This design comes from an exercise in tuning for small area and a short achievable clock period on the open sky130 flow, not from production work.
Only simulation tests tie the RTL to the original design; equivalence was not proved.

`flow/run.sh`:
```
#!/bin/bash
# The standard layout, with the I/O port buffers made from plain buffers
# (sky130_fd_sc_hd__buf_1) instead of the delay-cell buffers buffer_ports
# picks by default. Every port still gets its buffer.
set -euo pipefail
export BUFFER_PORTS_ARGS="-buffer_cell sky130_fd_sc_hd__buf_1"
bash standard.sh > standard.log 2>&1
```
`standard.sh`:
```
#!/bin/bash
# synth_recipe.tcl (not shown) runs the flow's synth.tcl, then flattens the netlist and writes it again
# the make line also repeats each setting of config.mk as NAME=value (left out here)
make -C /OpenROAD-flow-scripts/flow DESIGN_CONFIG=/design/flow/config.mk WORK_HOME=/design/flow/orfs CLKGATE_MAP_FILE= SYNTH_SCRIPT=/design/flow/synth_recipe.tcl "${@:-finish}"
```
`config.mk`:
```
export PLATFORM = sky130hd
export DESIGN_NAME = DCT_one_dimensional
export DESIGN_NICKNAME = DCT_one_dimensional
export VERILOG_FILES = /design/flow/design.v
export SDC_FILE = /design/flow/constraint.sdc
export NUM_CORES = 4
export LEC_CHECK = 0
export ABC_AREA = 1
export CAP_MARGIN = 20
export CORE_MARGIN = 2
export CORE_UTILIZATION = 40
export SETUP_SLACK_MARGIN = 2.6
export SLEW_MARGIN = 20
```
`constraint.sdc`:
```
create_clock -name core_clock -period 5.0 [get_ports {sys_clk}]
set_input_delay 1.0000 -clock core_clock [delete_from_list [all_inputs] [get_ports {sys_clk}]]
set_output_delay 1.0000 -clock core_clock [all_outputs]
set_load 0.01 [all_outputs]
```
`design.v`:
```
module DA_z0
(
    input   wire            sys_clk ,
    input   wire    [15:0]  h_lo    ,    
    input   wire    [15:0]  h_hi    ,    
    input   wire            last    ,    
    input   wire            clr     ,
    output  wire    [11:0]  z
);
wire    [11:0]  ra  ;
wire    [11:0]  rb  ;
assign  ra[ 0] = 1'b0;
assign  ra[ 1] = h_lo[1] | h_lo[2] | h_lo[4] | h_lo[7] | h_lo[8] | h_lo[11] | h_lo[13] | h_lo[14];
assign  ra[ 2] = h_lo[3] | h_lo[5] | h_lo[6] | h_lo[7] | h_lo[9] | h_lo[10] | h_lo[11] | h_lo[12] | h_lo[13] | h_lo[14];
assign  ra[ 3] = h_lo[1] | h_lo[2] | h_lo[4] | h_lo[7] | h_lo[8] | h_lo[11] | h_lo[13] | h_lo[14] | h_lo[15];
assign  ra[ 4] = h_lo[3] | h_lo[5] | h_lo[6] | h_lo[7] | h_lo[9] | h_lo[10] | h_lo[11] | h_lo[12] | h_lo[13] | h_lo[14];
assign  ra[ 5] = h_lo[1] | h_lo[2] | h_lo[4] | h_lo[7] | h_lo[8] | h_lo[11] | h_lo[13] | h_lo[14] | h_lo[15];
assign  ra[ 6] = h_lo[1] | h_lo[2] | h_lo[3] | h_lo[4] | h_lo[5] | h_lo[6] | h_lo[8] | h_lo[9] | h_lo[10] | h_lo[12];
assign  ra[ 7] = h_lo[3] | h_lo[5] | h_lo[6] | h_lo[9] | h_lo[10] | h_lo[12] | h_lo[15];
assign  ra[ 8] = h_lo[1] | h_lo[2] | h_lo[4] | h_lo[8] | h_lo[15];
assign  ra[ 9] = h_lo[3] | h_lo[5] | h_lo[6] | h_lo[9] | h_lo[10] | h_lo[12];
assign  ra[10] = h_lo[7] | h_lo[11] | h_lo[13] | h_lo[14] | h_lo[15];
assign  ra[11] = 1'b0;
wire    [4:0]   pc  ;    
assign  pc[0] = h_hi[0];
assign  pc[1] = h_hi[1] | h_hi[2] | h_hi[4] | h_hi[8];
assign  pc[2] = h_hi[3] | h_hi[5] | h_hi[6] | h_hi[9] | h_hi[10] | h_hi[12];
assign  pc[3] = h_hi[7] | h_hi[11] | h_hi[13] | h_hi[14];
assign  pc[4] = h_hi[15];
wire    [4:0]   pc_p = pc & {5{~last}};
wire    [4:0]   pc_n = pc & {5{last}};
assign  rb[ 0] = 1'b0;
assign  rb[ 1] = pc[1] | pc[3];
assign  rb[ 2] = pc[2] | pc[3];
assign  rb[ 3] = pc_p[1] | pc_p[3] | pc_p[4] | pc_n[0] | pc_n[2];
assign  rb[ 4] = pc[3] | pc_p[2] | pc_n[0];
assign  rb[ 5] = pc_p[1] | pc_p[3] | pc_p[4] | pc_n[2];
assign  rb[ 6] = pc[1] | pc_p[2] | pc_n[0];
assign  rb[ 7] = pc_p[2] | pc_p[4] | pc_n[1] | pc_n[3];
assign  rb[ 8] = pc[1] | pc_p[4] | pc_n[2];
assign  rb[ 9] = pc_p[2] | pc_n[0] | pc_n[1] | pc_n[3];
assign  rb[10] = pc[3] | pc_p[4] | pc_n[2];
assign  rb[11] = pc_n[0] | pc_n[1] | pc_n[2] | pc_n[3];
reg     [13:0]  v   ;
reg     [11:0]  acc ;
reg     [1:0]   low ;
wire    [13:0]  sum = {{2{acc[11]}}, acc} + v;
always @(posedge sys_clk) begin
    v   <= {{2{ra[11]}}, ra} + {rb[11], rb, 1'b0};
    acc <= sum[13:2] & {12{~clr}};
    low <= sum[1:0];
end
assign z = {acc[9:0], low};
endmodule
module DA_z1
(
    input   wire            sys_clk ,
    input   wire    [15:0]  h_lo    ,    
    input   wire    [15:0]  h_p     ,    
    input   wire    [15:0]  h_n     ,    
    input   wire            clr     ,
    output  wire    [11:0]  z
);
wire    [11:0]  ra  ;
wire    [11:0]  rb  ;
assign  ra[ 0] = 1'b0;
assign  ra[ 1] = h_lo[1] | h_lo[2] | h_lo[5] | h_lo[6] | h_lo[9] | h_lo[10] | h_lo[13] | h_lo[14];
assign  ra[ 2] = h_lo[1] | h_lo[4] | h_lo[6] | h_lo[7] | h_lo[8] | h_lo[10] | h_lo[11] | h_lo[13];
assign  ra[ 3] = h_lo[2] | h_lo[4] | h_lo[7] | h_lo[9] | h_lo[10] | h_lo[14];
assign  ra[ 4] = h_lo[1] | h_lo[4] | h_lo[5] | h_lo[7] | h_lo[9] | h_lo[13];
assign  ra[ 5] = h_lo[1] | h_lo[2] | h_lo[3] | h_lo[7] | h_lo[8] | h_lo[13] | h_lo[14] | h_lo[15];
assign  ra[ 6] = h_lo[1] | h_lo[6] | h_lo[8] | h_lo[9] | h_lo[13];
assign  ra[ 7] = h_lo[1] | h_lo[2] | h_lo[3] | h_lo[6] | h_lo[7] | h_lo[12];
assign  ra[ 8] = h_lo[1] | h_lo[2] | h_lo[3] | h_lo[4] | h_lo[5] | h_lo[12] | h_lo[13] | h_lo[14] | h_lo[15];
assign  ra[ 9] = h_lo[3] | h_lo[5] | h_lo[6] | h_lo[9] | h_lo[10] | h_lo[13] | h_lo[14];
assign  ra[10] = h_lo[7] | h_lo[11] | h_lo[15];
assign  ra[11] = 1'b0;
assign  rb[ 0] = 1'b0;
assign  rb[ 1] = h_p[1] | h_p[2] | h_p[5] | h_p[6] | h_p[9] | h_p[10] | h_p[13] | h_p[14] | h_n[1] | h_n[2] | h_n[5] | h_n[6] | h_n[9] | h_n[10] | h_n[13] | h_n[14];
assign  rb[ 2] = h_p[1] | h_p[4] | h_p[6] | h_p[7] | h_p[8] | h_p[10] | h_p[11] | h_p[13] | h_n[1] | h_n[4] | h_n[6] | h_n[7] | h_n[8] | h_n[10] | h_n[11] | h_n[13];
assign  rb[ 3] = h_p[2] | h_p[4] | h_p[7] | h_p[9] | h_p[10] | h_p[14] | h_n[2] | h_n[4] | h_n[7] | h_n[9] | h_n[10] | h_n[14];
assign  rb[ 4] = h_p[1] | h_p[4] | h_p[5] | h_p[7] | h_p[9] | h_p[13] | h_n[1] | h_n[4] | h_n[5] | h_n[7] | h_n[9] | h_n[13];
assign  rb[ 5] = h_p[1] | h_p[2] | h_p[3] | h_p[7] | h_p[8] | h_p[13] | h_p[14] | h_p[15] | h_n[0] | h_n[4] | h_n[5] | h_n[6] | h_n[9] | h_n[10] | h_n[11] | h_n[12];
assign  rb[ 6] = h_p[1] | h_p[8] | h_p[13] | h_n[1] | h_n[8] | h_n[13] | h_p[6] | h_p[9] | h_n[0] | h_n[4] | h_n[5] | h_n[10] | h_n[11] | h_n[12];
assign  rb[ 7] = h_p[1] | h_p[2] | h_p[3] | h_p[6] | h_p[7] | h_n[1] | h_n[2] | h_n[3] | h_n[6] | h_n[7] | h_p[12] | h_n[0] | h_n[4] | h_n[5] | h_n[10] | h_n[11];
assign  rb[ 8] = h_p[4] | h_p[5] | h_n[4] | h_n[5] | h_p[1] | h_p[2] | h_p[3] | h_p[12] | h_p[13] | h_p[14] | h_p[15] | h_n[6] | h_n[7] | h_n[8] | h_n[9];
assign  rb[ 9] = h_p[3] | h_p[13] | h_p[14] | h_n[3] | h_n[13] | h_n[14] | h_p[5] | h_p[6] | h_p[9] | h_p[10] | h_n[0] | h_n[4] | h_n[7] | h_n[8] | h_n[11];
assign  rb[10] = h_p[7] | h_p[11] | h_n[7] | h_n[11] | h_p[15] | h_n[1] | h_n[2] | h_n[3] | h_n[5] | h_n[6] | h_n[9] | h_n[10] | h_n[12] | h_n[13] | h_n[14];
assign  rb[11] = h_n[0] | h_n[1] | h_n[2] | h_n[3] | h_n[4] | h_n[5] | h_n[6] | h_n[7] | h_n[8] | h_n[9] | h_n[10] | h_n[11] | h_n[12] | h_n[13] | h_n[14];
reg     [13:0]  v   ;
reg     [11:0]  acc ;
reg     [1:0]   low ;
wire    [13:0]  sum = {{2{acc[11]}}, acc} + v;
always @(posedge sys_clk) begin
    v   <= {{2{ra[11]}}, ra} + {rb[11], rb, 1'b0};
    acc <= sum[13:2] & {12{~clr}};
    low <= sum[1:0];
end
assign z = {acc[9:0], low};
endmodule
module DA_z2
(
    input   wire            sys_clk ,
    input   wire    [15:0]  h_lo    ,    
    input   wire    [15:0]  h_hi    ,    
    input   wire            clr     ,
    output  wire    [11:0]  z
);
wire    [11:0]  ra  ;
wire    [11:0]  rb  ;
assign  ra[ 0] = h_lo[1] | h_lo[3] | h_lo[5] | h_lo[7] | h_lo[8] | h_lo[10] | h_lo[12] | h_lo[14];
assign  ra[ 1] = h_lo[8] | h_lo[10] | h_lo[12] | h_lo[14];
assign  ra[ 2] = h_lo[2] | h_lo[3] | h_lo[4] | h_lo[5] | h_lo[8] | h_lo[11] | h_lo[13] | h_lo[14];
assign  ra[ 3] = h_lo[1] | h_lo[3] | h_lo[4] | h_lo[7] | h_lo[10] | h_lo[13];
assign  ra[ 4] = h_lo[1] | h_lo[3] | h_lo[4] | h_lo[5] | h_lo[7] | h_lo[13];
assign  ra[ 5] = h_lo[4] | h_lo[8] | h_lo[10] | h_lo[12] | h_lo[13] | h_lo[14];
assign  ra[ 6] = h_lo[1] | h_lo[2] | h_lo[7] | h_lo[10] | h_lo[11] | h_lo[12];
assign  ra[ 7] = h_lo[1] | h_lo[2] | h_lo[3] | h_lo[7] | h_lo[10] | h_lo[11];
assign  ra[ 8] = h_lo[1] | h_lo[4] | h_lo[5] | h_lo[7] | h_lo[12] | h_lo[13];
assign  ra[ 9] = h_lo[3] | h_lo[4] | h_lo[8] | h_lo[10] | h_lo[13] | h_lo[14];
assign  ra[10] = h_lo[4] | h_lo[8] | h_lo[10] | h_lo[12] | h_lo[13] | h_lo[14];
assign  ra[11] = h_lo[4] | h_lo[8] | h_lo[10] | h_lo[12] | h_lo[13] | h_lo[14];
assign  rb[ 0] = h_hi[1] | h_hi[3] | h_hi[5] | h_hi[7] | h_hi[8] | h_hi[10] | h_hi[12] | h_hi[14];
assign  rb[ 1] = h_hi[8] | h_hi[10] | h_hi[12] | h_hi[14];
assign  rb[ 2] = h_hi[2] | h_hi[3] | h_hi[4] | h_hi[5] | h_hi[8] | h_hi[11] | h_hi[13] | h_hi[14];
assign  rb[ 3] = h_hi[1] | h_hi[3] | h_hi[4] | h_hi[7] | h_hi[10] | h_hi[13];
assign  rb[ 4] = h_hi[1] | h_hi[3] | h_hi[4] | h_hi[5] | h_hi[7] | h_hi[13];
assign  rb[ 5] = h_hi[4] | h_hi[8] | h_hi[10] | h_hi[12] | h_hi[13] | h_hi[14];
assign  rb[ 6] = h_hi[1] | h_hi[2] | h_hi[7] | h_hi[10] | h_hi[11] | h_hi[12];
assign  rb[ 7] = h_hi[1] | h_hi[2] | h_hi[3] | h_hi[7] | h_hi[10] | h_hi[11];
assign  rb[ 8] = h_hi[1] | h_hi[4] | h_hi[5] | h_hi[7] | h_hi[12] | h_hi[13];
assign  rb[ 9] = h_hi[3] | h_hi[4] | h_hi[8] | h_hi[10] | h_hi[13] | h_hi[14];
assign  rb[10] = h_hi[4] | h_hi[8] | h_hi[10] | h_hi[12] | h_hi[13] | h_hi[14];
assign  rb[11] = h_hi[4] | h_hi[8] | h_hi[10] | h_hi[12] | h_hi[13] | h_hi[14];
reg     [13:0]  v   ;
reg     [11:0]  acc ;
reg     [1:0]   low ;
wire    [13:0]  sum = {{2{acc[11]}}, acc} + v;
always @(posedge sys_clk) begin
    v   <= {{2{ra[11]}}, ra} + {rb[11], rb, 1'b0};
    acc <= sum[13:2] & {12{~clr}};
    low <= sum[1:0];
end
assign z = {acc[9:0], low};
endmodule
module DA_z3
(
    input   wire            sys_clk ,
    input   wire    [15:0]  h_lo    ,    
    input   wire    [15:0]  h_p     ,    
    input   wire    [15:0]  h_n     ,    
    input   wire            clr     ,
    output  wire    [11:0]  z
);
wire    [11:0]  ra  ;
wire    [11:0]  rb  ;
assign  ra[ 0] = 1'b0;
assign  ra[ 1] = h_lo[1] | h_lo[3] | h_lo[4] | h_lo[6] | h_lo[9] | h_lo[11] | h_lo[12] | h_lo[14];
assign  ra[ 2] = h_lo[2] | h_lo[3] | h_lo[5] | h_lo[6] | h_lo[8] | h_lo[9] | h_lo[12] | h_lo[15];
assign  ra[ 3] = h_lo[1] | h_lo[2] | h_lo[4] | h_lo[9] | h_lo[11] | h_lo[12] | h_lo[13] | h_lo[14];
assign  ra[ 4] = h_lo[2] | h_lo[5] | h_lo[7] | h_lo[13] | h_lo[15];
assign  ra[ 5] = h_lo[1] | h_lo[5] | h_lo[6] | h_lo[8] | h_lo[11] | h_lo[12] | h_lo[15];
assign  ra[ 6] = h_lo[3] | h_lo[7] | h_lo[8] | h_lo[12];
assign  ra[ 7] = h_lo[1] | h_lo[2] | h_lo[5] | h_lo[6] | h_lo[8] | h_lo[9] | h_lo[10] | h_lo[12] | h_lo[13] | h_lo[14];
assign  ra[ 8] = h_lo[1] | h_lo[2] | h_lo[3] | h_lo[5] | h_lo[6] | h_lo[7];
assign  ra[ 9] = h_lo[2] | h_lo[4] | h_lo[5] | h_lo[7] | h_lo[8] | h_lo[10] | h_lo[13] | h_lo[15];
assign  ra[10] = h_lo[2] | h_lo[4] | h_lo[5] | h_lo[6] | h_lo[7] | h_lo[8] | h_lo[10] | h_lo[12] | h_lo[13] | h_lo[14] | h_lo[15];
assign  ra[11] = h_lo[2] | h_lo[4] | h_lo[5] | h_lo[6] | h_lo[7] | h_lo[8] | h_lo[10] | h_lo[12] | h_lo[13] | h_lo[14] | h_lo[15];
assign  rb[ 0] = 1'b0;
assign  rb[ 1] = h_p[1] | h_p[3] | h_p[4] | h_p[6] | h_p[9] | h_p[11] | h_p[12] | h_p[14] | h_n[1] | h_n[3] | h_n[4] | h_n[6] | h_n[9] | h_n[11] | h_n[12] | h_n[14];
assign  rb[ 2] = h_p[2] | h_p[3] | h_p[5] | h_p[6] | h_p[8] | h_p[9] | h_p[12] | h_p[15] | h_n[0] | h_n[1] | h_n[4] | h_n[7] | h_n[10] | h_n[11] | h_n[13] | h_n[14];
assign  rb[ 3] = h_p[2] | h_p[9] | h_p[12] | h_n[2] | h_n[9] | h_n[12] | h_p[1] | h_p[4] | h_p[11] | h_p[13] | h_p[14] | h_n[0] | h_n[7] | h_n[10];
assign  rb[ 4] = h_p[7] | h_n[7] | h_p[2] | h_p[5] | h_p[13] | h_p[15] | h_n[1] | h_n[3] | h_n[4] | h_n[6] | h_n[8] | h_n[9] | h_n[11] | h_n[12] | h_n[14];
assign  rb[ 5] = h_p[1] | h_p[6] | h_p[8] | h_p[11] | h_p[12] | h_n[1] | h_n[6] | h_n[8] | h_n[11] | h_n[12] | h_p[5] | h_p[15] | h_n[2] | h_n[13];
assign  rb[ 6] = h_p[3] | h_p[7] | h_p[8] | h_p[12] | h_n[0] | h_n[1] | h_n[2] | h_n[4] | h_n[6] | h_n[9] | h_n[10] | h_n[11] | h_n[13] | h_n[14];
assign  rb[ 7] = h_p[5] | h_p[8] | h_p[12] | h_n[5] | h_n[8] | h_n[12] | h_p[1] | h_p[2] | h_p[6] | h_p[9] | h_p[10] | h_p[13] | h_p[14] | h_n[0] | h_n[4] | h_n[11];
assign  rb[ 8] = h_p[1] | h_p[2] | h_p[3] | h_p[5] | h_p[6] | h_p[7] | h_n[1] | h_n[2] | h_n[3] | h_n[5] | h_n[6] | h_n[7] | h_n[0] | h_n[4] | h_n[11];
assign  rb[ 9] = h_p[4] | h_n[4] | h_p[2] | h_p[5] | h_p[7] | h_p[8] | h_p[10] | h_p[13] | h_p[15] | h_n[1] | h_n[3] | h_n[6] | h_n[9] | h_n[12] | h_n[14];
assign  rb[10] = h_p[4] | h_p[6] | h_p[12] | h_p[14] | h_n[4] | h_n[6] | h_n[12] | h_n[14] | h_p[2] | h_p[5] | h_p[7] | h_p[8] | h_p[10] | h_p[13] | h_p[15];
assign  rb[11] = h_p[4] | h_p[6] | h_p[12] | h_p[14] | h_n[4] | h_n[6] | h_n[12] | h_n[14] | h_p[2] | h_p[5] | h_p[7] | h_p[8] | h_p[10] | h_p[13] | h_p[15];
reg     [13:0]  v   ;
reg     [11:0]  acc ;
reg     [1:0]   low ;
wire    [13:0]  sum = {{2{acc[11]}}, acc} + v;
always @(posedge sys_clk) begin
    v   <= {{2{ra[11]}}, ra} + {rb[11], rb, 1'b0};
    acc <= sum[13:2] & {12{~clr}};
    low <= sum[1:0];
end
assign z = {acc[9:0], low};
endmodule
module DA_z4
(
    input   wire            sys_clk ,
    input   wire    [15:0]  h_lo    ,    
    input   wire    [15:0]  h_hi    ,    
    input   wire            clr     ,
    output  wire    [11:0]  z
);
wire    [11:0]  ra  ;
wire    [11:0]  rb  ;
assign  ra[ 0] = 1'b0;
assign  ra[ 1] = h_lo[1] | h_lo[2] | h_lo[4] | h_lo[7] | h_lo[8] | h_lo[11] | h_lo[13] | h_lo[14];
assign  ra[ 2] = h_lo[2] | h_lo[4] | h_lo[6] | h_lo[7] | h_lo[9] | h_lo[14];
assign  ra[ 3] = h_lo[1] | h_lo[6] | h_lo[8] | h_lo[11] | h_lo[13];
assign  ra[ 4] = h_lo[2] | h_lo[4] | h_lo[7] | h_lo[9] | h_lo[14];
assign  ra[ 5] = h_lo[1] | h_lo[6] | h_lo[8] | h_lo[11] | h_lo[13];
assign  ra[ 6] = h_lo[1] | h_lo[8] | h_lo[9] | h_lo[11] | h_lo[13];
assign  ra[ 7] = h_lo[2] | h_lo[4] | h_lo[7] | h_lo[9] | h_lo[14];
assign  ra[ 8] = h_lo[1] | h_lo[6] | h_lo[8] | h_lo[11] | h_lo[13];
assign  ra[ 9] = h_lo[2] | h_lo[4] | h_lo[7] | h_lo[9] | h_lo[14];
assign  ra[10] = h_lo[2] | h_lo[4] | h_lo[6] | h_lo[7] | h_lo[14];
assign  ra[11] = h_lo[2] | h_lo[4] | h_lo[6] | h_lo[7] | h_lo[14];
assign  rb[ 0] = 1'b0;
assign  rb[ 1] = h_hi[1] | h_hi[2] | h_hi[4] | h_hi[7] | h_hi[8] | h_hi[11] | h_hi[13] | h_hi[14];
assign  rb[ 2] = h_hi[2] | h_hi[4] | h_hi[6] | h_hi[7] | h_hi[9] | h_hi[14];
assign  rb[ 3] = h_hi[1] | h_hi[6] | h_hi[8] | h_hi[11] | h_hi[13];
assign  rb[ 4] = h_hi[2] | h_hi[4] | h_hi[7] | h_hi[9] | h_hi[14];
assign  rb[ 5] = h_hi[1] | h_hi[6] | h_hi[8] | h_hi[11] | h_hi[13];
assign  rb[ 6] = h_hi[1] | h_hi[8] | h_hi[9] | h_hi[11] | h_hi[13];
assign  rb[ 7] = h_hi[2] | h_hi[4] | h_hi[7] | h_hi[9] | h_hi[14];
assign  rb[ 8] = h_hi[1] | h_hi[6] | h_hi[8] | h_hi[11] | h_hi[13];
assign  rb[ 9] = h_hi[2] | h_hi[4] | h_hi[7] | h_hi[9] | h_hi[14];
assign  rb[10] = h_hi[2] | h_hi[4] | h_hi[6] | h_hi[7] | h_hi[14];
assign  rb[11] = h_hi[2] | h_hi[4] | h_hi[6] | h_hi[7] | h_hi[14];
reg     [13:0]  v   ;
reg     [11:0]  acc ;
reg     [1:0]   low ;
wire    [13:0]  sum = {{2{acc[11]}}, acc} + v;
always @(posedge sys_clk) begin
    v   <= {{2{ra[11]}}, ra} + {rb[11], rb, 1'b0};
    acc <= sum[13:2] & {12{~clr}};
    low <= sum[1:0];
end
assign z = {acc[9:0], low};
endmodule
module DA_z5
(
    input   wire            sys_clk ,
    input   wire    [15:0]  h_lo    ,    
    input   wire    [15:0]  h_p     ,    
    input   wire    [15:0]  h_n     ,    
    input   wire            clr     ,
    output  wire    [11:0]  z
);
wire    [11:0]  ra  ;
wire    [11:0]  rb  ;
assign  ra[ 0] = 1'b0;
assign  ra[ 1] = h_lo[2] | h_lo[3] | h_lo[6] | h_lo[7] | h_lo[8] | h_lo[9] | h_lo[12] | h_lo[13];
assign  ra[ 2] = h_lo[1] | h_lo[3] | h_lo[4] | h_lo[6] | h_lo[9] | h_lo[10] | h_lo[12] | h_lo[15];
assign  ra[ 3] = h_lo[1] | h_lo[2] | h_lo[6] | h_lo[7] | h_lo[8] | h_lo[12] | h_lo[13] | h_lo[14];
assign  ra[ 4] = h_lo[1] | h_lo[10] | h_lo[11] | h_lo[14] | h_lo[15];
assign  ra[ 5] = h_lo[3] | h_lo[4] | h_lo[6] | h_lo[8] | h_lo[10] | h_lo[13] | h_lo[15];
assign  ra[ 6] = h_lo[4] | h_lo[6] | h_lo[9] | h_lo[11];
assign  ra[ 7] = h_lo[5] | h_lo[7] | h_lo[8] | h_lo[9] | h_lo[10] | h_lo[11];
assign  ra[ 8] = h_lo[1] | h_lo[3] | h_lo[5] | h_lo[7] | h_lo[8] | h_lo[10] | h_lo[13] | h_lo[15];
assign  ra[ 9] = h_lo[2] | h_lo[3] | h_lo[6] | h_lo[7] | h_lo[9] | h_lo[10] | h_lo[12] | h_lo[13];
assign  ra[10] = h_lo[2] | h_lo[3] | h_lo[6] | h_lo[7] | h_lo[10];
assign  ra[11] = h_lo[2] | h_lo[3] | h_lo[6] | h_lo[7] | h_lo[10];
assign  rb[ 0] = 1'b0;
assign  rb[ 1] = h_p[2] | h_p[3] | h_p[6] | h_p[7] | h_p[8] | h_p[9] | h_p[12] | h_p[13] | h_n[2] | h_n[3] | h_n[6] | h_n[7] | h_n[8] | h_n[9] | h_n[12] | h_n[13];
assign  rb[ 2] = h_p[1] | h_p[3] | h_p[4] | h_p[6] | h_p[9] | h_p[10] | h_p[12] | h_p[15] | h_n[0] | h_n[2] | h_n[5] | h_n[7] | h_n[8] | h_n[11] | h_n[13] | h_n[14];
assign  rb[ 3] = h_p[1] | h_p[6] | h_p[12] | h_n[1] | h_n[6] | h_n[12] | h_p[2] | h_p[7] | h_p[8] | h_p[13] | h_p[14] | h_n[0] | h_n[5] | h_n[11];
assign  rb[ 4] = h_p[11] | h_n[11] | h_p[1] | h_p[10] | h_p[14] | h_p[15] | h_n[2] | h_n[3] | h_n[4] | h_n[6] | h_n[7] | h_n[8] | h_n[9] | h_n[12] | h_n[13];
assign  rb[ 5] = h_p[3] | h_p[4] | h_p[6] | h_p[8] | h_p[13] | h_n[3] | h_n[4] | h_n[6] | h_n[8] | h_n[13] | h_p[10] | h_p[15] | h_n[1] | h_n[14];
assign  rb[ 6] = h_p[4] | h_p[6] | h_p[9] | h_p[11] | h_n[0] | h_n[1] | h_n[2] | h_n[3] | h_n[5] | h_n[7] | h_n[8] | h_n[12] | h_n[13] | h_n[14];
assign  rb[ 7] = h_p[9] | h_p[10] | h_p[11] | h_n[9] | h_n[10] | h_n[11] | h_p[5] | h_p[7] | h_p[8] | h_n[0] | h_n[1] | h_n[2] | h_n[3] | h_n[12] | h_n[13] | h_n[14];
assign  rb[ 8] = h_p[1] | h_p[3] | h_p[13] | h_n[1] | h_n[3] | h_n[13] | h_p[5] | h_p[7] | h_p[8] | h_p[10] | h_p[15] | h_n[4] | h_n[6] | h_n[9] | h_n[11];
assign  rb[ 9] = h_p[7] | h_p[10] | h_n[7] | h_n[10] | h_p[2] | h_p[3] | h_p[6] | h_p[9] | h_p[12] | h_p[13] | h_n[0] | h_n[1] | h_n[4] | h_n[11] | h_n[14];
assign  rb[10] = h_p[2] | h_p[3] | h_p[6] | h_p[7] | h_p[10] | h_n[2] | h_n[3] | h_n[6] | h_n[7] | h_n[10] | h_n[0] | h_n[1] | h_n[4] | h_n[11] | h_n[14];
assign  rb[11] = h_p[2] | h_p[3] | h_p[6] | h_p[7] | h_p[10] | h_n[2] | h_n[3] | h_n[6] | h_n[7] | h_n[10] | h_n[0] | h_n[1] | h_n[4] | h_n[11] | h_n[14];
reg     [13:0]  v   ;
reg     [11:0]  acc ;
reg     [1:0]   low ;
wire    [13:0]  sum = {{2{acc[11]}}, acc} + v;
always @(posedge sys_clk) begin
    v   <= {{2{ra[11]}}, ra} + {rb[11], rb, 1'b0};
    acc <= sum[13:2] & {12{~clr}};
    low <= sum[1:0];
end
assign z = {acc[9:0], low};
endmodule
module DA_z6
(
    input   wire            sys_clk ,
    input   wire    [15:0]  h_lo    ,    
    input   wire    [15:0]  h_hi    ,    
    input   wire            clr     ,
    output  wire    [11:0]  z
);
wire    [11:0]  ra  ;
wire    [11:0]  rb  ;
assign  ra[ 0] = h_lo[2] | h_lo[3] | h_lo[4] | h_lo[5] | h_lo[10] | h_lo[11] | h_lo[12] | h_lo[13];
assign  ra[ 1] = h_lo[2] | h_lo[3] | h_lo[10] | h_lo[11];
assign  ra[ 2] = h_lo[1] | h_lo[2] | h_lo[5] | h_lo[7] | h_lo[8] | h_lo[11] | h_lo[12] | h_lo[14];
assign  ra[ 3] = h_lo[3] | h_lo[4] | h_lo[5] | h_lo[8] | h_lo[13] | h_lo[14];
assign  ra[ 4] = h_lo[4] | h_lo[5] | h_lo[8] | h_lo[12] | h_lo[13] | h_lo[14];
assign  ra[ 5] = h_lo[2] | h_lo[3] | h_lo[8] | h_lo[10] | h_lo[11] | h_lo[14];
assign  ra[ 6] = h_lo[1] | h_lo[3] | h_lo[4] | h_lo[7] | h_lo[10] | h_lo[13];
assign  ra[ 7] = h_lo[1] | h_lo[3] | h_lo[4] | h_lo[5] | h_lo[7] | h_lo[13];
assign  ra[ 8] = h_lo[4] | h_lo[8] | h_lo[10] | h_lo[12] | h_lo[13] | h_lo[14];
assign  ra[ 9] = h_lo[2] | h_lo[3] | h_lo[5] | h_lo[8] | h_lo[11] | h_lo[14];
assign  ra[10] = h_lo[2] | h_lo[3] | h_lo[8] | h_lo[10] | h_lo[11] | h_lo[14];
assign  ra[11] = h_lo[2] | h_lo[3] | h_lo[8] | h_lo[10] | h_lo[11] | h_lo[14];
assign  rb[ 0] = h_hi[2] | h_hi[3] | h_hi[4] | h_hi[5] | h_hi[10] | h_hi[11] | h_hi[12] | h_hi[13];
assign  rb[ 1] = h_hi[2] | h_hi[3] | h_hi[10] | h_hi[11];
assign  rb[ 2] = h_hi[1] | h_hi[2] | h_hi[5] | h_hi[7] | h_hi[8] | h_hi[11] | h_hi[12] | h_hi[14];
assign  rb[ 3] = h_hi[3] | h_hi[4] | h_hi[5] | h_hi[8] | h_hi[13] | h_hi[14];
assign  rb[ 4] = h_hi[4] | h_hi[5] | h_hi[8] | h_hi[12] | h_hi[13] | h_hi[14];
assign  rb[ 5] = h_hi[2] | h_hi[3] | h_hi[8] | h_hi[10] | h_hi[11] | h_hi[14];
assign  rb[ 6] = h_hi[1] | h_hi[3] | h_hi[4] | h_hi[7] | h_hi[10] | h_hi[13];
assign  rb[ 7] = h_hi[1] | h_hi[3] | h_hi[4] | h_hi[5] | h_hi[7] | h_hi[13];
assign  rb[ 8] = h_hi[4] | h_hi[8] | h_hi[10] | h_hi[12] | h_hi[13] | h_hi[14];
assign  rb[ 9] = h_hi[2] | h_hi[3] | h_hi[5] | h_hi[8] | h_hi[11] | h_hi[14];
assign  rb[10] = h_hi[2] | h_hi[3] | h_hi[8] | h_hi[10] | h_hi[11] | h_hi[14];
assign  rb[11] = h_hi[2] | h_hi[3] | h_hi[8] | h_hi[10] | h_hi[11] | h_hi[14];
reg     [13:0]  v   ;
reg     [11:0]  acc ;
reg     [1:0]   low ;
wire    [13:0]  sum = {{2{acc[11]}}, acc} + v;
always @(posedge sys_clk) begin
    v   <= {{2{ra[11]}}, ra} + {rb[11], rb, 1'b0};
    acc <= sum[13:2] & {12{~clr}};
    low <= sum[1:0];
end
assign z = {acc[9:0], low};
endmodule
module DA_z7
(
    input   wire            sys_clk ,
    input   wire    [15:0]  h_lo    ,    
    input   wire    [15:0]  h_p     ,    
    input   wire    [15:0]  h_n     ,    
    input   wire            clr     ,
    output  wire    [11:0]  z
);
wire    [11:0]  ra  ;
wire    [11:0]  rb  ;
assign  ra[ 0] = 1'b0;
assign  ra[ 1] = h_lo[4] | h_lo[5] | h_lo[6] | h_lo[7] | h_lo[8] | h_lo[9] | h_lo[10] | h_lo[11];
assign  ra[ 2] = h_lo[1] | h_lo[2] | h_lo[5] | h_lo[6] | h_lo[9] | h_lo[10] | h_lo[12] | h_lo[15];
assign  ra[ 3] = h_lo[3] | h_lo[4] | h_lo[5] | h_lo[6] | h_lo[8] | h_lo[9] | h_lo[10] | h_lo[13] | h_lo[14] | h_lo[15];
assign  ra[ 4] = h_lo[7] | h_lo[11] | h_lo[12] | h_lo[13] | h_lo[14] | h_lo[15];
assign  ra[ 5] = h_lo[1] | h_lo[2] | h_lo[4] | h_lo[7] | h_lo[9] | h_lo[10] | h_lo[12] | h_lo[15];
assign  ra[ 6] = h_lo[1] | h_lo[2] | h_lo[3] | h_lo[7] | h_lo[9] | h_lo[10] | h_lo[11] | h_lo[15];
assign  ra[ 7] = h_lo[2] | h_lo[4] | h_lo[6] | h_lo[7] | h_lo[10] | h_lo[12] | h_lo[14] | h_lo[15];
assign  ra[ 8] = h_lo[3] | h_lo[4] | h_lo[11] | h_lo[12];
assign  ra[ 9] = h_lo[2] | h_lo[3] | h_lo[5] | h_lo[8] | h_lo[9] | h_lo[12] | h_lo[14] | h_lo[15];
assign  ra[10] = h_lo[2] | h_lo[3] | h_lo[8] | h_lo[9] | h_lo[10] | h_lo[11] | h_lo[12] | h_lo[14] | h_lo[15];
assign  ra[11] = h_lo[2] | h_lo[3] | h_lo[8] | h_lo[9] | h_lo[10] | h_lo[11] | h_lo[12] | h_lo[14] | h_lo[15];
assign  rb[ 0] = 1'b0;
assign  rb[ 1] = h_p[4] | h_p[5] | h_p[6] | h_p[7] | h_p[8] | h_p[9] | h_p[10] | h_p[11] | h_n[4] | h_n[5] | h_n[6] | h_n[7] | h_n[8] | h_n[9] | h_n[10] | h_n[11];
assign  rb[ 2] = h_p[1] | h_p[2] | h_p[5] | h_p[6] | h_p[9] | h_p[10] | h_p[12] | h_p[15] | h_n[0] | h_n[3] | h_n[4] | h_n[7] | h_n[8] | h_n[11] | h_n[13] | h_n[14];
assign  rb[ 3] = h_p[3] | h_p[4] | h_p[8] | h_p[13] | h_p[14] | h_n[3] | h_n[4] | h_n[8] | h_n[13] | h_n[14] | h_p[5] | h_p[6] | h_p[9] | h_p[10] | h_p[15] | h_n[1] | h_n[2] | h_n[12];
assign  rb[ 4] = h_p[7] | h_p[11] | h_p[12] | h_p[13] | h_p[14] | h_n[7] | h_n[11] | h_n[12] | h_n[13] | h_n[14] | h_p[15] | h_n[5] | h_n[6] | h_n[9] | h_n[10];
assign  rb[ 5] = h_p[1] | h_p[2] | h_p[4] | h_p[7] | h_p[9] | h_p[10] | h_p[12] | h_n[1] | h_n[2] | h_n[4] | h_n[7] | h_n[9] | h_n[10] | h_n[12] | h_p[15];
assign  rb[ 6] = h_p[1] | h_p[2] | h_p[3] | h_p[7] | h_p[9] | h_p[10] | h_p[11] | h_n[1] | h_n[2] | h_n[3] | h_n[7] | h_n[9] | h_n[10] | h_n[11] | h_p[15];
assign  rb[ 7] = h_p[2] | h_p[4] | h_p[6] | h_p[7] | h_p[10] | h_p[12] | h_p[14] | h_n[2] | h_n[4] | h_n[6] | h_n[7] | h_n[10] | h_n[12] | h_n[14] | h_p[15];
assign  rb[ 8] = h_p[3] | h_p[4] | h_p[11] | h_p[12] | h_n[0] | h_n[1] | h_n[2] | h_n[5] | h_n[6] | h_n[7] | h_n[8] | h_n[9] | h_n[10] | h_n[13] | h_n[14];
assign  rb[ 9] = h_p[2] | h_p[5] | h_p[8] | h_p[9] | h_p[14] | h_n[2] | h_n[5] | h_n[8] | h_n[9] | h_n[14] | h_p[3] | h_p[12] | h_p[15] | h_n[4] | h_n[11];
assign  rb[10] = h_p[2] | h_p[8] | h_p[9] | h_p[10] | h_p[11] | h_p[14] | h_n[2] | h_n[8] | h_n[9] | h_n[10] | h_n[11] | h_n[14] | h_p[3] | h_p[12] | h_p[15];
assign  rb[11] = h_p[2] | h_p[8] | h_p[9] | h_p[10] | h_p[11] | h_p[14] | h_n[2] | h_n[8] | h_n[9] | h_n[10] | h_n[11] | h_n[14] | h_p[3] | h_p[12] | h_p[15];
reg     [13:0]  v   ;
reg     [11:0]  acc ;
reg     [1:0]   low ;
wire    [13:0]  sum = {{2{acc[11]}}, acc} + v;
always @(posedge sys_clk) begin
    v   <= {{2{ra[11]}}, ra} + {rb[11], rb, 1'b0};
    acc <= sum[13:2] & {12{~clr}};
    low <= sum[1:0];
end
assign z = {acc[9:0], low};
endmodule
module DCT_one_dimensional
(
    input   wire                    sys_clk         ,
    input   wire                    sys_rst_n       ,
    input   wire                    start           ,
    input   wire            [95:0]  DCT_data_in     ,
    output  wire    signed  [11:0]  DCT_data_o_z0   ,
    output  wire    signed  [11:0]  DCT_data_o_z1   ,
    output  wire    signed  [11:0]  DCT_data_o_z2   ,
    output  wire    signed  [11:0]  DCT_data_o_z3   ,
    output  wire    signed  [11:0]  DCT_data_o_z4   ,
    output  wire    signed  [11:0]  DCT_data_o_z5   ,
    output  wire    signed  [11:0]  DCT_data_o_z6   ,
    output  wire    signed  [11:0]  DCT_data_o_z7   ,
    output  wire                    data_en
);
reg     [9:1]   st      ;
always @(posedge sys_clk or negedge sys_rst_n)
    if (sys_rst_n == 1'b0)
        st <= 9'd0;
    else
        st <= {st[8:1], start};
assign data_en = st[9];
reg             busy    ;
always @(posedge sys_clk or negedge sys_rst_n)
    if (sys_rst_n == 1'b0)
        busy <= 1'b0;
    else if (start == 1'b1)
        busy <= 1'b1;
    else if (st[5] == 1'b1)
        busy <= 1'b0;
wire    b_last  = st[6];
wire    r_last  = st[7];
wire    a_clr   = st[2];
reg     [95:0]  xs      ;
wire    [95:0]  xs_nxt  ;
genvar          gi, gj;
generate
    for (gi = 0; gi < 8; gi = gi + 1) begin : g_smp
        for (gj = 0; gj < 12; gj = gj + 1) begin : g_bit
            if (gj >= 10) begin : g_top
                assign xs_nxt[12*gi+gj] = DCT_data_in[12*gi+gj];
            end else begin : g_shf
                assign xs_nxt[12*gi+gj] = busy ? xs[12*gi+gj+2] : DCT_data_in[12*gi+gj];
            end
        end
    end
endgenerate
always @(posedge sys_clk)
    xs <= xs_nxt;
reg     [3:0]   ce, cd  ;        
wire    [3:0]   ce_n, cd_n, el_n, eh_n, dl_n, dh_n;
generate
    for (gi = 0; gi < 4; gi = gi + 1) begin : g_bfly
        wire a0 = xs[12*gi];
        wire a1 = xs[12*gi+1];
        wire b0 = xs[12*(7-gi)];
        wire b1 = xs[12*(7-gi)+1] ^ b_last;
        wire n0 = ~xs[12*(7-gi)];
        wire n1 = ~xs[12*(7-gi)+1] ^ b_last;
        wire ec0 = ce[gi];
        wire es0 = a0 ^ b0 ^ ec0;
        wire ec1 = (a0 & b0) | (a0 & ec0) | (b0 & ec0);
        wire es1 = a1 ^ b1 ^ ec1;
        wire ec2 = (a1 & b1) | (a1 & ec1) | (b1 & ec1);
        wire dc0 = cd[gi];
        wire ds0 = a0 ^ n0 ^ dc0;
        wire dc1 = (a0 & n0) | (a0 & dc0) | (n0 & dc0);
        wire ds1 = a1 ^ n1 ^ dc1;
        wire dc2 = (a1 & n1) | (a1 & dc1) | (n1 & dc1);
        assign ce_n[gi] = busy & ec2;
        assign cd_n[gi] = ~busy | dc2;
        assign el_n[gi] = es0;
        assign eh_n[gi] = es1;
        assign dl_n[gi] = ds0;
        assign dh_n[gi] = ds1;
    end
endgenerate
wire    [15:0]  eh1 = 16'd1 << eh_n;
wire    [15:0]  dh1 = 16'd1 << dh_n;
reg     [15:0]  oel, oeh, odl, odh_p, odh_n;
always @(posedge sys_clk) begin
    ce    <= ce_n;
    cd    <= cd_n;
    oel   <= 16'd1 << el_n;
    odl   <= 16'd1 << dl_n;
    oeh   <= eh1;
    odh_p <= dh1 & {16{~b_last}};
    odh_n <= dh1 & {16{b_last}};
end
DA_z0 DA_z0_inst (.sys_clk(sys_clk), .h_lo(oel), .h_hi(oeh), .last(r_last),            .clr(a_clr), .z(DCT_data_o_z0));
DA_z1 DA_z1_inst (.sys_clk(sys_clk), .h_lo(odl), .h_p(odh_p), .h_n(odh_n),             .clr(a_clr), .z(DCT_data_o_z1));
DA_z2 DA_z2_inst (.sys_clk(sys_clk), .h_lo(oel), .h_hi(oeh),                            .clr(a_clr), .z(DCT_data_o_z2));
DA_z3 DA_z3_inst (.sys_clk(sys_clk), .h_lo(odl), .h_p(odh_p), .h_n(odh_n),             .clr(a_clr), .z(DCT_data_o_z3));
DA_z4 DA_z4_inst (.sys_clk(sys_clk), .h_lo(oel), .h_hi(oeh),                            .clr(a_clr), .z(DCT_data_o_z4));
DA_z5 DA_z5_inst (.sys_clk(sys_clk), .h_lo(odl), .h_p(odh_p), .h_n(odh_n),             .clr(a_clr), .z(DCT_data_o_z5));
DA_z6 DA_z6_inst (.sys_clk(sys_clk), .h_lo(oel), .h_hi(oeh),                            .clr(a_clr), .z(DCT_data_o_z6));
DA_z7 DA_z7_inst (.sys_clk(sys_clk), .h_lo(odl), .h_p(odh_p), .h_n(odh_n),             .clr(a_clr), .z(DCT_data_o_z7));
endmodule
```
==> Implementation_results.wiki, run 1 <==
{| class="wikitable"
! Metric !! Value
|-
| WL per Instance || between 10 and 15 um
|-
| Origin of the critical flop-to-flop path || odh_p[7]
|-
| Reg-to-Reg End || DA_z1_inst.v[12]
|-
| Antenna cell count || 0
|-
| Cell taking the most area after synthesis || dfxtp_1
|-
| Final slew viol count || 0
|-
| End point of the worst hold path || DA_z7_inst.low[0]
|-
| Post-detailed-route count of antenna-violating nets || 0
|-
| WP data arrival || 2.86 ns
|-
| Synth Instances || approximately 3,200
|-
| Layout cells sized above 1 || 9.64%
|-
| Avg Synthesized Cell Area || around 7 um2
|-
| CTS buffer count || 48
|-
| Layout Nets || roughly 3,700
|-
| Setup repair after global routing missed its margin || true
|-
| Number of DRC violations after detailed routing || 0
|-
| Clock skew || around 0.044 ns
|-
| Cell repeated most along the worst path || nand2_1
|-
| Worst-path clk slew || about 0.06 ns
|-
| Met2 demand-to-capacity share in global routing || about 32%
|-
| Dpl hpwl || 48.1 mm
|-
| Total number of vias || about 20,000
|-
| Fraction of the yosys area taken by sequential cells || a little over a third
|-
| Result of the run || finished clean
|-
| Via density per instance || just under 5
|-
| Die Wd || about 240 um
|-
| Pre-CTS setup slack || 2.07 ns
|-
| Dominant cell by count in the synthesized netlist || nand2_1
|-
| TritonCTS clock tree || done
|-
| Max-Cap Viols || 0
|-
| First-pass GRT wire length || approximately 98 mm
|-
| Number of H-tree levels || 2
|-
| Commonest cells post-synth || 960 x nand2_1, 404 x nor2_1, 402 x inv_1, 391 x dfxtp_1, 234 x nand3_1
|-
| Pin count of the biggest net entering global routing || 88
|-
| Final hold violations || 0
|-
| EDFF count, synth || 0
|-
| Via count of the first global-routing pass || roughly 19,000
|-
| Most used flip-flop cell after synthesis || dfxtp_1
|-
| CTS Root Buffer Type || clkbuf_16
|-
| Max Root-Sink Buffers || 3
|-
| Fill cell count || about 5,800
|-
| Effective utilization at floorplan || about two fifths
|-
| Startpoint kind of the worst setup timing path || register
|-
| Synth cell types || 39
|-
| Number of cells on the worst reg-to-reg path || 15
|-
| Final period utilization || between 40% and 50%
|-
| Top-level I/O count || 196
|-
| # rows || 87
|-
| Setup violators final || 0
|-
| Met3 track utilization from global routing || ~4.4%
|-
| Met1 GRT Util || between 20% and 30%
|-
| List of cells traversed by the critical path || inv_2 -> buf_4 -> nand2_1 -> nor4_1 -> nand3_1 -> ha_4 -> nand3_1 -> nand2_2 -> nand2_1 -> nand2_1 -> nand2_1 -> nand2_1 -> nand2_1 -> nand2_1 -> nand2_1
|-
| Share of flip-flops with an asynchronous set or reset || roughly 2.5%
|-
| Seq cells post-synth || between 400 and 500
|-
| Minimum clock period after layout || roughly 2.4 ns
|-
| Cts hold-fix bufs || 0
|-
| Final GP Congestion || about 1.0
|-
| Port Buffers || 195
|-
| Critical path class || register to register
|-
| Tightest slew margin relative to the limit || approximately 40%
|-
| Total negative slack for setup checks || 0 ns
|-
| Final WS setup || around 2.6 ns
|-
| Synthesized cell area || 22,600 um2
|-
| Syn_nets || 3,536
|-
| Required time reported for the critical path endpoint || 5.50 ns
|-
| Fraction of post-synthesis cell area in the top cell type by area || approximately a third
|-
| Critical-path cell with the highest stage delay || ha_4
|-
| Origin of the worst min-delay path || DA_z7_inst.acc[0]
|-
| Core region area || about 56,000 um2
|-
| Global-route congestion overflow total || 0
|-
| Antenna violations before repair || 2
|-
| Slew @ Worst Pin || 0.897 ns
|-
| Hold crit path type || register to register
|-
| Synth top area cells || dfxtp_1 35%, nand2_1 16%, ha_1 9.6%
|-
| Worst hold path stage count || 0
|-
| Largest fanout on the critical path || 6
|-
| Fmax achieved || approximately 0.42 GHz
|-
| Maximum cell stage delay along the critical path || around 0.38 ns
|-
| Total clock sinks || roughly 400
|-
| Drt total wl || around 62 mm
|-
| Die Height || roughly 240 um
|-
| Crit. End Element || register
|-
| Overall die area || 58,500 um2
|-
| Area growth from synthesis to layout || 15.9%
|-
| Number of warnings printed during yosys synthesis || 9
|-
| First-pass DRT Iterations || 9
|-
| Combined global-route utilization of all metal layers || 20.6%
|-
| Clock latency on the worst-skew pair || roughly 0.6 ns
|-
| Highest-utilization routing layer at the global route stage || met2
|-
| DRC marker count from the first detailed-route iteration || around 1,600
|-
| Reg2reg setup slack || between 2 and 3 ns
|}
layout by cell type, fill, tap and decap left out, types with 44 or more instances in the layout:
cell	netlist	final
buf_1	0	194
nor3_1	59	46
clkbuf_16	0	48
inv_1	402	386
nand4_1	81	81
a21oi_1	126	123
ha_1	174	154
nand3_1	234	229
buf_4	82	44
xor2_1	48	48
dfxtp_1	391	359
nand2_1	960	938
nor2_1	404	377
routing by layer:
metal / vias to the layer above / share of wire [%]
li1: 10573 / -
met1: 8993 / 47
met2: 566 / 43
met3: 148 / 6.3
met4: 2 / 3.2
met5: - / 0.021
stage by stage:
| stage | area (um2) | hold slack (ns) | instances | utilization, % |
|---|---|---|---|---|
| after floorplan | 22600 | 0.331 | 3231 | - |
| after CTS | 25500 | 0.311 | 4164 | 45.4 |
| after detailed placement | 23500 | 0.336 | 4060 | 41.9 |
| final | 26200 | 0.318 | 4190 | 46.7 |
| after global routing | 26200 | 0.326 | 4190 | 46.7 |
| after global placement | 23500 | 0.332 | 4060 | 41.9 |
state kept, by name, indices dropped and copies added (netlist names), 13 cells and up:
register      cells
xs               96
oeh              16
odh_n            15
odh_p            15
odl              15
oel              15
DA_z0_inst.v     13
DA_z1_inst.v     13
DA_z2_inst.v     13
DA_z6_inst.v     13
worst max path at each step:
stage	depth (start not counted)	to	from
finish	15	DA_z1_inst.v[12]	odh_p[7]
global route	16	DA_z1_inst.v[12]	odh_p[9]
CTS	11	DA_z3_inst.v[10]	odh_p[12]
detailed placement	11	DA_z3_inst.v[10]	odh_n[11]
global placement	11	DA_z3_inst.v[10]	odh_n[11]
floorplan	12	DA_z5_inst.v[10]	odh_p[8]
timing repair:
action                     CTS  global route
setup buffers               16            26
setup endpoints to repair   35            51
gates resized for setup     77           140
pin swaps                   20            44
final cells by class:
cell class,count,area [um2],area share (%)
clock inverter,22,250,0.954
tap,756,946,3.61
clock buffer,66,1380,5.26
sequential,401,8150,31.1
inverter,410,1550,5.91
timing repair buffer,241,1100,4.21
multi-input combinational,2294,12800,49.0
kinds of logic after synthesis:
family	share of synthesized area, %
compound gates	5.10
xor+xnor	2.48
fa+ha+maj	12.4
buf+inv	10.5
flops	35.7
simple gates	33.8
worst max-delay path, delay by kind of cell (launching register included):
kind	cells	cell delay (ns)
adders and majority gates	1	0.38
and+or+nand+nor	12	1.27
buffers and inverters	2	0.24
DFF	1	0.36
==> run 2, diff against run 1 <==
--- a/config.mk
+++ b/config.mk
@@ -9,5 +9,8 @@
 export CAP_MARGIN = 20
 export CORE_MARGIN = 2
 export CORE_UTILIZATION = 40
+export CTS_BUF_LIST = sky130_fd_sc_hd__clkbuf_16
+export CTS_CLUSTER_DIAMETER = 80
+export CTS_CLUSTER_SIZE = 30
 export SETUP_SLACK_MARGIN = 2.6
 export SLEW_MARGIN = 20
==> run 2 against run 1 <==
Still clean. Fmax decreased by 2.0%. Die area did not move. Core utilization down 1.2 points. Cell area decreased by 2.6%. Critical path depth fell by 3. Register-to-register slack worse by 0.05 ns. Largest cell class unchanged. Highest routed layer is now met4.
==> Implementation_results.wiki, run 2 <==
{| class="wikitable"
! Metric !! Value
|-
| Setup violators final || 0 (unchanged)
|-
| Length of routed met3 wiring || 3.48 mm (-11%)
|-
| Final slew viol count || 0 (unchanged)
|-
| Overall die area || 58,500 um2 (unchanged)
|-
| TritonCTS clock tree || done
|-
| CP Launch Point || odl[10]
|-
| Via count of the first global-routing pass || 18,469 (-1.6%)
|-
| Required time reported for the critical path endpoint || 5.50 ns (about the same)
|-
| Final cell count without fillers || 4,147 (-1.0%)
|-
| Number of DRC violations after detailed routing || 0 (unchanged)
|-
| Cell count after placement || 4,060 (unchanged)
|-
| Slew @ Worst Pin || 0.869 ns (-0.0282 ns)
|-
| Synth top area cells || dfxtp_1 35%, nand2_1 16%, ha_1 9.6%
|-
| Final WS setup || 2.59 ns (-0.0479 ns)
|-
| Top-level I/O count || 196 (unchanged)
|-
| CTS buffer count || 27 (-44%)
|-
| Effective utilization at floorplan || 40.3% (unchanged)
|-
| Origin of the critical flop-to-flop path || odl[10]
|-
| Most used flip-flop cell after synthesis || dfxtp_1
|-
| Maximum cell stage delay along the critical path || 0.42 ns (+0.04 ns)
|-
| Total negative slack for setup checks || 0 ns (unchanged)
|-
| Synth Instances || 3,231 (unchanged)
|-
| Dpl hpwl || 48.1 mm (unchanged)
|-
| Port Buffers || 195 (unchanged)
|-
| Origin of the worst min-delay path || DA_z7_inst.acc[0]
|-
| Area growth from synthesis to layout || 12.9%
|-
| Pre-CTS setup slack || 2.07 ns (unchanged)
|-
| Post-detailed-route count of antenna-violating nets || 0 (unchanged)
|-
| Synthesized cell area || 22,600 um2 (unchanged)
|-
| Critical path class || register to register
|-
| Core region area || 56,200 um2 (unchanged)
|-
| Total cell area at the placement stage || 23,500 um2 (unchanged)
|-
| Commonest cells post-synth || 960 x nand2_1, 404 x nor2_1, 402 x inv_1, 391 x dfxtp_1, 234 x nand3_1
|-
| Detailed-routing wirelength on met1 || 29.3 mm (-0.56%)
|-
| DRC marker count from the first detailed-route iteration || 1,551 (-0.39%)
|-
| Layout Nets || 3,675 (-0.70%)
|-
| Leading cell types in the layout, fill and taps excluded || 944 x nand2_1, 388 x inv_1, 383 x nor2_1
|-
| Final GP Congestion || 0.996 (unchanged)
|-
| Commonest non-fill, non-tap cell in the layout || nand2_1
|-
| Layout cells sized above 1 || 8.44% (-1.2 points)
|-
| Minimum clock period after layout || 2.41 ns (+0.0479 ns)
|-
| Crit. End Element || register
|-
| Via density per instance || 4.84 (about the same)
|-
| Largest fanout on the critical path || 7 (+1)
|-
| Area of all placed cells without fillers || 25,600 um2 (-2.6%)
|-
| Total number of vias || 20,087 (-0.96%)
|-
| Critical-path cell with the highest stage delay || dfxtp_1
|-
| Uppermost signal routing layer after detailed routing || met4
|-
| Worst-path clk slew || 0.09 ns (+0.03 ns)
|-
| List of cells traversed by the critical path || nor3_1 -> nand4_1 -> ha_4 -> fa_2 -> nand3_1 -> nand2_1 -> nand2_1 -> nand2_1 -> nand2_1 -> nand2_1 -> nand3_1 -> nand2_1
|-
| Hold crit path type || register to register
|-
| Combined global-route utilization of all metal layers || 20.2% (-0.36 points)
|-
| Final period utilization || 48.2% (+0.96 points)
|-
| Drt total wl || 61.3 mm (-1.7%)
|-
| Number of flip-flops in the largest register || 96 (unchanged)
|-
| Die Wd || 242 um (unchanged)
|-
| First-pass DRT Iterations || 9 (unchanged)
|-
| Clock skew || 0.0234 ns (-0.0203 ns)
|-
| Utilization after layout || 45.5% (-1.2 points)
|-
| Result of the run || finished clean
|-
| # rows || 87 (unchanged)
|-
| WP data arrival || 2.91 ns (+0.05 ns)
|-
| Worst Path Buf+Inv || 0 (-2)
|-
| Startpoint kind of the worst setup timing path || register
|-
| Cts hold-fix bufs || 0 (unchanged)
|-
| Fraction of the yosys area taken by sequential cells || 35.7% (unchanged)
|-
| Max-Cap Viols || 0 (unchanged)
|-
| Worst hold margin || 0.342 ns (+0.0241 ns)
|-
| Die Height || 242 um (unchanged)
|-
| First-pass GRT wire length || 96.7 mm (-1.2%)
|-
| Syn_nets || 3,536 (unchanged)
|-
| Synth cell types || 39 (unchanged)
|-
| CTS Root Buffer Type || clkbuf_16
|-
| WL per Instance || 14.8 um (-0.69%)
|-
| Dominant cell by count in the synthesized netlist || nand2_1
|-
| Max Root-Sink Buffers || 3 (unchanged)
|-
| Cell repeated most along the worst path || nand2_1
|-
| EDFF count, synth || 0 (unchanged)
|-
| Fmax achieved || 0.415 GHz (-2.0%)
|-
| Sum of met2 wire segment lengths after detailed routing || 26.4 mm (-2.2%)
|-
| Pin count of the biggest net entering global routing || 88 (unchanged)
|-
| Most flops, register || xs
|-
| Number of H-tree levels || 1 (-1)
|-
| Total clock sinks || 401 (unchanged)
|-
| Share of flip-flops with an asynchronous set or reset || 2.49% (unchanged)
|-
| Setup repair after global routing missed its margin || true
|-
| Dominant delay contributor by cell family on the critical path || simple AND/OR/NAND/NOR gates
|-
| Cell taking the most area after synthesis || dfxtp_1
|-
| Seq cells post-synth || 401 (unchanged)
|-
| Biggest registers after layout || xs x96, oeh x16
|-
| Number of warnings printed during yosys synthesis || 9 (unchanged)
|-
| Avg Synthesized Cell Area || 7.01 um2 (unchanged)
|-
| Tightest slew margin relative to the limit || 42.1% (+1.9 points)
|-
| Global-route congestion overflow total || 0 (unchanged)
|-
| Clock latency on the worst-skew pair || 0.60 ns (about the same)
|-
| Fraction of post-synthesis cell area in the top cell type by area || 34.6% (unchanged)
|-
| Antenna violations before repair || 0 (-2)
|-
| Final hold violations || 0 (unchanged)
|}
run 2: what timing repair did:
item                                    in CTS  in global routing
hold endpoints to repair                     0                  0
resized for setup                           75                131
endpoints found under the setup margin      35                 51
pin swaps                                   18                 38
setup buffers                               18                 19
run 2: final cells by class:
type                       count  area (um2)
tap                          756         946
inverter                     410        1550
clock inverter                22         325
multi-input combinational   2294       12800
fill                        5827       30600
antenna                        1        2.50
timing repair buffer         236        1090
sequential                   401        8160
clock buffer                  27         676
run 2: worst paths after layout:
| check | endpoint | slack [ns] | cells past startpoint |
|---|---|---|---|
| setup / recovery | DA_z1_inst.v[12] | 2.59 | 12 |
| hold / removal | DA_z7_inst.low[0] | 0.34 | 0 |
| setup reg to reg | DA_z1_inst.v[12] | 2.59 | 12 |
| hold reg to reg | DA_z7_inst.low[0] | 0.34 | 0 |
| max in group asynchronous | busy | 4.27 | 1 |
| min in group asynchronous | st[8] | 0.35 | 1 |
run 2: cell families after synthesis:
group | share of synthesized area, %
compound gates | 5.10
fa+ha+maj | 12.4
flops | 35.7
simple gates | 33.8
xor+xnor | 2.48
buf+inv | 10.5
run 2: metal layers:
metal	GRT usage, %	up-vias
li1	-	10507
met1	28.2	8888
met2	32.0	565
met3	3.25	127
met4	6.30	0
met5	0	-
==> run 3, diff against run 2 <==
--- a/config.mk
+++ b/config.mk
@@ -9,8 +9,8 @@
 export CAP_MARGIN = 20
 export CORE_MARGIN = 2
 export CORE_UTILIZATION = 40
-export CTS_BUF_LIST = sky130_fd_sc_hd__clkbuf_16
-export CTS_CLUSTER_DIAMETER = 80
-export CTS_CLUSTER_SIZE = 30
+export CTS_BUF_LIST = sky130_fd_sc_hd__clkbuf_8 sky130_fd_sc_hd__clkbuf_16
+export CTS_CLUSTER_DIAMETER = 120
+export CTS_CLUSTER_SIZE = 32
 export SETUP_SLACK_MARGIN = 2.6
 export SLEW_MARGIN = 20
==> run 3 against run 2 <==
Synthesized cell count did not move. Cell area fell by 1.6%. Register-to-register slack improved by 0.07 ns. Worst setup slack improved by 0.071 ns. Worst hold slack got worse by 0.0018 ns. Routed wire length fell by 0.37%. Via count fell by 0.24%. Clock skew rose by 0.00050 ns. Critical endpoint is now DA_z1_inst.v[11].
==> Implementation_results.wiki, run 3 <==
{| class="wikitable"
! Metric !! Value
|-
| Biggest registers after layout || xs x96, oeh x16
|-
| Cell taking the most area after synthesis || dfxtp_1
|-
| First-pass DRT Iterations || 6 (-3)
|-
| Worst hold margin || 0.340 ns (-0.00182 ns)
|-
| Reg2reg setup slack || 2.66 ns (+0.07 ns)
|-
| Result of the run || finished clean
|-
| Number of DRC violations after detailed routing || 0 (unchanged)
|-
| Die Height || 242 um (unchanged)
|-
| List of cells traversed by the critical path || inv_2 -> nand2_2 -> nor2_4 -> nand2_2 -> nor4_4 -> nand4_1 -> ha_4 -> a21oi_1 -> o21ai_2 -> nand2_1 -> nand3_1 -> nor2_1 -> nor2_2
|-
| Top-level I/O count || 196 (unchanged)
|-
| Number of flip-flops in the largest register || 96 (unchanged)
|-
| Total number of vias || 20,038 (-0.24%)
|-
| Share of flip-flops with an asynchronous set or reset || 2.49% (unchanged)
|-
| Hold crit path type || register to register
|-
| Startpoint kind of the worst setup timing path || register
|-
| Final cell count without fillers || 4,125 (-0.53%)
|-
| Max-Cap Viols || 0 (unchanged)
|-
| Overall die area || 58,500 um2 (unchanged)
|-
| Clock latency on the worst-skew pair || 0.55 ns (-0.05 ns)
|-
| Critical path class || register to register
|-
| WL per Instance || 14.8 um (+0.16%)
|-
| DRC marker count from the first detailed-route iteration || 1,340 (-14%)
|-
| Number of warnings printed during yosys synthesis || 9 (unchanged)
|-
| Final period utilization || 46.8% (-1.4 points)
|-
| Final hold violations || 0 (unchanged)
|-
| Setup violators final || 0 (unchanged)
|-
| WP data arrival || 2.80 ns (-0.11 ns)
|-
| Synthesized cell area || 22,600 um2 (unchanged)
|-
| Dpl hpwl || 48.1 mm (unchanged)
|-
| Fraction of the yosys area taken by sequential cells || 35.7% (unchanged)
|-
| Worst hold path stage count || 0 (unchanged)
|-
| Cell count after placement || 4,060 (unchanged)
|-
| Synth cell types || 39 (unchanged)
|-
| Fmax achieved || 0.427 GHz (+3.0%)
|-
| Layout Nets || 3,667 (-0.22%)
|-
| Core region area || 56,200 um2 (unchanged)
|-
| Commonest cells post-synth || 960 x nand2_1, 404 x nor2_1, 402 x inv_1, 391 x dfxtp_1, 234 x nand3_1
|-
| Dominant cell by count in the synthesized netlist || nand2_1
|-
| Slew @ Worst Pin || 0.884 ns (+0.0155 ns)
|-
| Combined global-route utilization of all metal layers || 20.2% (-0.081 points)
|-
| CTS buffer count || 17 (-37%)
|-
| Die Wd || 242 um (unchanged)
|-
| Number of H-tree levels || 1 (unchanged)
|-
| Syn_nets || 3,536 (unchanged)
|-
| Origin of the critical flop-to-flop path || odh_p[3]
|-
| Antenna violations before repair || 1 (+1)
|-
| Clock skew || 0.0239 ns (+0.000505 ns)
|-
| Global-route congestion overflow total || 0 (unchanged)
|-
| Most used flip-flop cell after synthesis || dfxtp_1
|-
| Crit. End Element || register
|-
| Tightest slew margin relative to the limit || 41.0% (-1.0 points)
|-
| Total clock sinks || 401 (unchanged)
|-
| Layout cells sized above 1 || 8.01% (-0.42 points)
|-
| EDFF count, synth || 0 (unchanged)
|-
| Total negative slack for setup checks || 0 ns (unchanged)
|-
| Setup repair after global routing missed its margin || true
|-
| Cell repeated most along the worst path || nand2_2
|-
| Leading cell types in the layout, fill and taps excluded || 939 x nand2_1, 389 x inv_1, 378 x nor2_1
|-
| Avg Synthesized Cell Area || 7.01 um2 (unchanged)
|-
| Largest fanout on the critical path || 5 (-2)
|-
| Final GP Congestion || 0.996 (unchanged)
|-
| Commonest non-fill, non-tap cell in the layout || nand2_1
|-
| Pin count of the biggest net entering global routing || 88 (unchanged)
|-
| Reg-to-Reg End || DA_z1_inst.v[11]
|-
| Number of cells on the worst reg-to-reg path || 13 (+1)
|-
| Max Root-Sink Buffers || 3 (unchanged)
|-
| Origin of the worst min-delay path || DA_z7_inst.acc[0]
|-
| First-pass GRT wire length || 96.5 mm (-0.19%)
|-
| Minimum clock period after layout || 2.34 ns (-0.0713 ns)
|-
| Maximum cell stage delay along the critical path || 0.37 ns (-0.05 ns)
|-
| Area growth from synthesis to layout || 11.1%
|-
| Most flops, register || xs
|-
| Seq cells post-synth || 401 (unchanged)
|-
| Worst-path clk slew || 0.12 ns (+0.03 ns)
|-
| Final slew viol count || 0 (unchanged)
|-
| # rows || 87 (unchanged)
|-
| Fraction of post-synthesis cell area in the top cell type by area || 34.6% (unchanged)
|-
| Synth Instances || 3,231 (unchanged)
|-
| CTS Root Buffer Type || clkbuf_16
|-
| Via density per instance || 4.86 (+0.29%)
|-
| Drt total wl || 61.0 mm (-0.37%)
|-
| Critical-path cell with the highest stage delay || dfxtp_2
|-
| Via count of the first global-routing pass || 18,417 (-0.28%)
|-
| End point of the worst hold path || DA_z7_inst.low[0]
|-
| Effective utilization at floorplan || 40.3% (unchanged)
|-
| Synth top area cells || dfxtp_1 35%, nand2_1 16%, ha_1 9.6%
|-
| Post-detailed-route count of antenna-violating nets || 0 (unchanged)
|-
| Port Buffers || 195 (unchanged)
|-
| Antenna cell count || 0 (-1)
|-
| Required time reported for the critical path endpoint || 5.46 ns (-0.04 ns)
|-
| TritonCTS clock tree || done
|}
## run 3: area by class of cell
| type | instances | area [um2] |
|---|---|---|
| fill | 5873 | 31000 |
| sequential | 401 | 8170 |
| clock inverter | 8 | 111 |
| tap | 756 | 946 |
| clock buffer | 18 | 439 |
| multi-input combinational | 2294 | 12800 |
| timing repair buffer | 238 | 1080 |
| inverter | 410 | 1550 |
## run 3: stage by stage
stage	cell area (um2)	worst slack (ns)	utilization, %
2_1_floorplan	22600	2.73	-
3_3_place_gp	23500	2.02	41.9
3_5_place_dp	23500	2.07	41.9
4_1_cts	24400	2.56	43.5
5_1_grt	25100	2.52	44.8
6_report	25100	2.66	44.8
## run 3: how the worst max path moves through the flow
stage                   start          endpoint  slack (ns)  depth (start not counted)
finish               odh_p[3]  DA_z1_inst.v[11]        2.66                         13
global route         odh_p[2]  DA_z5_inst.v[11]        2.52                         12
CTS                 odh_n[12]  DA_z3_inst.v[10]        2.56                         11
detailed placement  odh_n[11]  DA_z3_inst.v[10]        2.07                         11
global placement    odh_n[11]  DA_z3_inst.v[10]        2.02                         11
floorplan            odh_p[8]  DA_z5_inst.v[10]        2.73                         12
## run 3: logic make-up after synthesis
| kind of cell | count (synthesis) | share of synthesized area [%] |
|---|---|---|
| simple gates | 1812 | 33.8 |
| buf+inv | 536 | 10.5 |
| flops | 401 | 35.7 |
| fa+ha+maj | 206 | 12.4 |
| xor+xnor | 64 | 2.48 |
| compound gates | 212 | 5.10 |
## run 3: timing repair
item                                    in CTS  in global routing
pin swaps                                   15                 36
gates resized for setup                     69                155
endpoints found under the setup margin      34                 51
setup buffers                               20                 19
hold buffers                                 0                  0
## run 3: metal layers
metal | GRT usage (%) | vias to the layer above | wire, um
li1 | - | 10479 | -
met1 | 28.0 | 8923 | 29200
met2 | 32.2 | 515 | 26600
met3 | 3.36 | 119 | 3410
met4 | 5.83 | 2 | 1780
met5 | 0 | - | 13
## run 3: critical path: cells and delay by family (launching register included)
family / cells / cell delay [ns]
AOI/OAI and AO/OA: 2 / 0.35
adders and majority gates: 1 / 0.29
buffers and inverters: 1 / 0.10
DFF: 1 / 0.37
and+or+nand+nor: 9 / 1.15

port drivers added, routing unchanged:
In the flow no input, the clock included, has a driving cell. The finished layouts below were timed again as built, in two steps.
Step 1 assumes that a clkbuf_16 drives the clock port and a buf_2 every other input.
Step 2 times the ports against the registers' clock, not the clock port: input delays grow and output delays shrink by t, the midpoint of the rising clock arrivals with the driver on.
Three values: no drivers, after step 1, after step 2; two values: the first two.
run	shift t [ns]	slack for setup (ns)	pins driven straight from the clock port
run 1	0.653	2.637 / 2.637 / 2.637	1
run 2	0.655	2.589 / 2.589 / 2.589	1
run 3	0.600	2.660 / 2.660 / 2.660	1
After both steps setup and hold are still met in every run listed.
